This design comes from an exercise in tuning for small area, a short achievable clock period and few clock cycles on the open sky130 flow, not from production work. Power and IR drop assume default switching activity.

Design algo_3_final, start of the top module:
module algo_3_final (
    input  wire        clk,
    input  wire        reset,       
    input  wire        trigger,     
    input  wire        pix_valid,
    input  wire [7:0]  pix_data,
    output wire        pix_ready,
    input  wire [10:0] data_ram_i,
    output wire [10:0] data_ram_o,
    output wire [10:0] addr_ram,
    output wire        we,
    input  wire [13:0] data_ram_energia_i,
    output wire [13:0] data_ram_energia_o,
    output wire [10:0] addr_ram_energia,
    input  wire [5:0]  data_ram_cantidad_i,
    output wire [5:0]  data_ram_cantidad_o,
    output wire [10:0] addr_ram_cantidad,
    output wire        fin_signal
);
==> flow/config.mk <==
export PLATFORM = sky130hd
export DESIGN_NAME = algo_3_final
export DESIGN_NICKNAME = algo_3_final
export VERILOG_FILES = /design/flow/design.v
export SDC_FILE = /design/flow/constraint.sdc
export NUM_CORES = 4
export LEC_CHECK = 0
export CAP_MARGIN = 20
export CORE_MARGIN = 2
export CORE_UTILIZATION = 40
export SETUP_SLACK_MARGIN = 3.2
export SLEW_MARGIN = 20
==> flow/constraint.sdc <==
create_clock -name core_clock -period 5.5 [get_ports {clk}]
set_input_delay 1.1000 -clock core_clock [delete_from_list [all_inputs] [get_ports {clk}]]
set_output_delay 1.1000 -clock core_clock [all_outputs]
set_load 0.01 [all_outputs]
run.sh (not shown) runs the stock make flow with config.mk's settings and CLKGATE_MAP_FILE= SYNTH_SCRIPT=/design/flow/synth_recipe.tcl, a recipe that flattens the netlist after the stock synthesis.
The starting point completed with no timing, DRC or antenna violations.
Change:
Settings changed: ABC_AREA set to 1.
Effect: Total power barely changes; die area is higher by a few percent; worst setup slack gets better by 0.21 ns; final cell count is higher by about a fifth; clock skew is about the same; via count is higher by a little under a tenth; non-clock buffer count is higher by 14; clock power is about the same; wire length is higher by a few percent.
Function was not checked in any run of this note: the RTL went through the layout flow alone.

The RTL this note starts from:
==> flow/design.v <==
module algo_3_final (
    input  wire        clk,
    input  wire        reset,       
    input  wire        trigger,     
    input  wire        pix_valid,
    input  wire [7:0]  pix_data,
    output wire        pix_ready,
    input  wire [10:0] data_ram_i,
    output wire [10:0] data_ram_o,
    output wire [10:0] addr_ram,
    output wire        we,
    input  wire [13:0] data_ram_energia_i,
    output wire [13:0] data_ram_energia_o,
    output wire [10:0] addr_ram_energia,
    input  wire [5:0]  data_ram_cantidad_i,
    output wire [5:0]  data_ram_cantidad_o,
    output wire [10:0] addr_ram_cantidad,
    output wire        fin_signal
);
  localparam integer PIXELS  = 7081;
  localparam integer RING    = 99;     
  localparam integer DLY     = 92;     
  localparam [6:0]   SCRATCH = 7'd127;
  wire restart = !reset || trigger;
  reg        fin, rdy, we_r;
  reg [12:0] rem;         
  reg        open;        
  reg [7:0]  vb;          
  reg        vb_valid;
  reg [1:0]  st;          
  reg        fwr;         
  reg        clr;         
  reg [6:0]  a_f;
  reg [10:0] a_e;
  reg [13:0] d_e;
  reg [5:0]  d_c;
  reg [10:0] label_r;     
  reg [10:0] lab2;        
  reg        lab1z, lab2z;
  reg [10:0] U, UR, M3;   
  reg        M3z;
  reg [10:0] s0, s1, s2;  
  reg [2:0]  cidx, uidx;  
  reg        cap, cap_ok, ok1;
  reg [6:0]  wptr;
  reg        filled;
  reg [6:0]  col;         
  reg        mL;          
  reg        mULn, mURn;  
  reg [6:0]  ring;        
  reg        i1;          
  reg [10:0] nxt;         
  reg        wrapped;
  reg [11:0] cf;          
  assign pix_ready           = rdy;
  assign we                  = we_r;
  assign fin_signal          = fin;
  assign data_ram_o          = label_r;
  assign addr_ram            = {4'd0, a_f};
  assign addr_ram_energia    = a_e;
  assign addr_ram_cantidad   = a_e;
  assign data_ram_energia_o  = d_e;
  assign data_ram_cantidad_o = d_c;
  wire accept = pix_valid && rdy;
  wire can    = (st == 2'd0) || (st == 2'd3);
  wire proc   = vb_valid && can;
  wire        vnz   = |vb;
  wire [10:0] lft   = i1 ? lab2 : label_r;
  wire        gt1   = label_r > M3;
  wire        gt2   = lab2 > M3;
  wire        gt    = !mL && (i1 ? gt2 : gt1);
  wire        lftz  = mL | (i1 ? lab2z : lab1z);
  wire        allz  = lftz & M3z;
  wire        selmx = vnz & !allz;
  wire        selnx = vnz & allz;
  wire [10:0] lab   = (selmx & gt) ? lft :
                      selmx ? M3 : (selnx ? nxt : 11'd0);
  wire        labz  = !vnz | (allz & (nxt == 11'd0));
  wire        op_new = vnz & allz & !wrapped;
  wire        op_rmw = vnz & !labz & !op_new;
  wire        p_new  = proc & op_new;
  wire        p_rmw  = proc & op_rmw;
  wire        alloc  = proc & vnz & allz;
  wire [10:0] s = ({11{uidx[0]}} & s0) | ({11{uidx[1]}} & s1) | ({11{uidx[2]}} & s2);
  wire [10:0] a = mULn ? 11'd0 : U;
  wire [10:0] b = UR;
  wire [10:0] c = mURn ? 11'd0 : s;
  wire        ab = a < b, ac = a < c, bc = b < c;
  wire [10:0] m3n = (!ab && !ac) ? a : (!bc ? b : c);
  wire        eqr   = (cf == {1'b0, nxt});
  wire [11:0] cf_n  = cf + {11'd0, clr | (alloc & eqr)};
  wire [1:0]  st_n  = p_rmw ? 2'd1 : (st == 2'd1) ? 2'd2 : (st == 2'd2) ? 2'd3 : 2'd0;
  wire        fin_n = fin | (!open && !vb_valid && can && cf_n[11]);
  wire        we_n  = !fin_n && (st_n != 2'd1);
  wire        lab_n = p_new | p_rmw;              
  wire        lbr_n = (st == 2'd2);               
  wire        fwr_n = (proc & !op_rmw) | (st == 2'd1);
  wire        vbv_n = accept | (vb_valid & !proc);
  wire        open_n = open & !(accept & (rem == 13'd1));
  wire        clr_n = we_n & !lab_n & !lbr_n & (st_n != 2'd2) & !cf_n[11];
  always @(posedge clk) begin
    if (restart) begin
      fin <= 1'b0; rdy <= 1'b1; we_r <= 1'b1;
      rem <= PIXELS[12:0]; open <= 1'b1;
      vb <= 8'd0; vb_valid <= 1'b0;
      st <= 2'd0; fwr <= 1'b0; clr <= 1'b1;
      a_f <= SCRATCH; a_e <= 11'd1; d_e <= 14'd0; d_c <= 6'd0;
      label_r <= 11'd0; lab2 <= 11'd0; lab1z <= 1'b1; lab2z <= 1'b1;
      U <= 11'd0; UR <= 11'd0; M3 <= 11'd0; M3z <= 1'b1;
      s0 <= 11'd0; s1 <= 11'd0; s2 <= 11'd0;
      cidx <= 3'b001; uidx <= 3'b001; cap <= 1'b0; cap_ok <= 1'b0; ok1 <= 1'b0;
      wptr <= 7'd0; filled <= 1'b0;
      col <= 7'd1; mL <= 1'b1; mULn <= 1'b0; mURn <= 1'b0;
      ring <= 7'd1; i1 <= 1'b1;
      nxt <= 11'd1; wrapped <= 1'b0; cf <= 12'd1;
    end else begin
      if (accept) begin
        vb  <= pix_data;
        rem <= rem - 13'd1;
      end
      vb_valid <= vbv_n;
      open     <= open_n;
      rdy      <= !fin_n && open_n && (!vbv_n || st_n == 2'd0 || st_n == 2'd3);
      fin      <= fin_n;
      we_r     <= we_n;
      st       <= st_n;
      cf       <= cf_n;
      clr      <= clr_n;
      fwr <= fwr_n;
      ok1 <= filled;
      a_f <= fwr_n ? wptr : SCRATCH;
      if (fwr_n) begin
        if (wptr == DLY - 1) begin wptr <= 7'd0; filled <= 1'b1; end
        else wptr <= wptr + 7'd1;
      end
      a_e <= lab_n ? lab : (lbr_n ? label_r : cf_n[10:0]);
      if (lab_n) begin
        d_e <= {6'd0, vb};
        d_c <= 6'd1;
      end else if (st == 2'd2) begin
        d_e <= data_ram_energia_i + d_e;
        d_c <= data_ram_cantidad_i + 6'd1;
      end else if (st != 2'd1) begin
        d_e <= 14'd0;
        d_c <= 6'd0;
      end
      cap    <= fwr;
      cap_ok <= ok1;
      if (cap) begin
        if (cidx[0]) s0 <= cap_ok ? data_ram_i : 11'd0;
        if (cidx[1]) s1 <= cap_ok ? data_ram_i : 11'd0;
        if (cidx[2]) s2 <= cap_ok ? data_ram_i : 11'd0;
        cidx <= {cidx[1:0], cidx[2]};
      end
      if (proc) begin
        label_r <= lab; lab1z <= labz;
        lab2 <= label_r; lab2z <= lab1z;
        U <= UR; UR <= s;
        M3 <= m3n; M3z <= (m3n == 11'd0);
        uidx <= {uidx[1:0], uidx[2]};
        col  <= (col == 7'd97) ? 7'd1 : col + 7'd1;
        mL   <= (col == 7'd97);
        mULn <= (col == 7'd96);
        mURn <= (col == 7'd95);
        ring <= (ring == RING) ? 7'd1 : ring + 7'd1;
        i1   <= (ring == RING);
        if (alloc) begin
          nxt <= nxt + 11'd1;
          if (nxt == 11'd2047) wrapped <= 1'b1;
        end
      end
    end
  end
endmodule
clock: 5.5 ns
lec_check: 0
cap_margin: 20
core_margin: 2
core_utilization: 40
slew_margin: 20
Rerun with:
- SETUP_SLACK_MARGIN: not set -> 3.0
Result: The changed run produced a clean layout; sequential cell count stays the same; routed wire length rises by about a fifth; non-clock buffer count rises by 80; worst hold slack gets better by 0.010 ns; worst setup slack gets better by 0.65 ns; clock skew hardly moves; combinational power rises by well over a third; maximum frequency rises by about a fifth; power falls by a few percent; first-iteration DRC count falls by a few percent; final cell count rises by a few percent.
No functional check of the RTL was part of any run of this note.

afterwards: timing with drivers on the ports:
Ports are ideal in the flow. The routed layouts listed here were re-timed in OpenROAD. Step 1 sets driving cells, clkbuf_16 on the clock port and buf_2 on the other inputs (assumed; they add their load-dependent delay and slew). Step 2 also shifts input and output timing later by t, the mid clock arrival at the registers, as if the neighbouring blocks saw the same clock. Three values: ideal, step 1, step 2; two values: the first two.
| run | t, ns | setup WS [ns] | pins driven straight from the clock port |
|---|---|---|---|
| the first run of note 1 | 0.582 | 2.845 / 2.863 / 2.281 | 1 |
| the second run of note 1 | 0.581 | 3.059 / 3.009 / 2.748 | 1 |
| the first run of note 2 | 0.561 | 1.329 / 1.329 / 1.329 | 1 |
| the second run of note 2 | 0.566 | 1.981 / 1.981 / 1.981 | 1 |
After both steps setup and hold are still met in every run listed. The setup slack of the first run of note 1, which loses most, moves by +0.018 ns with the drivers and by -0.564 ns with both steps.
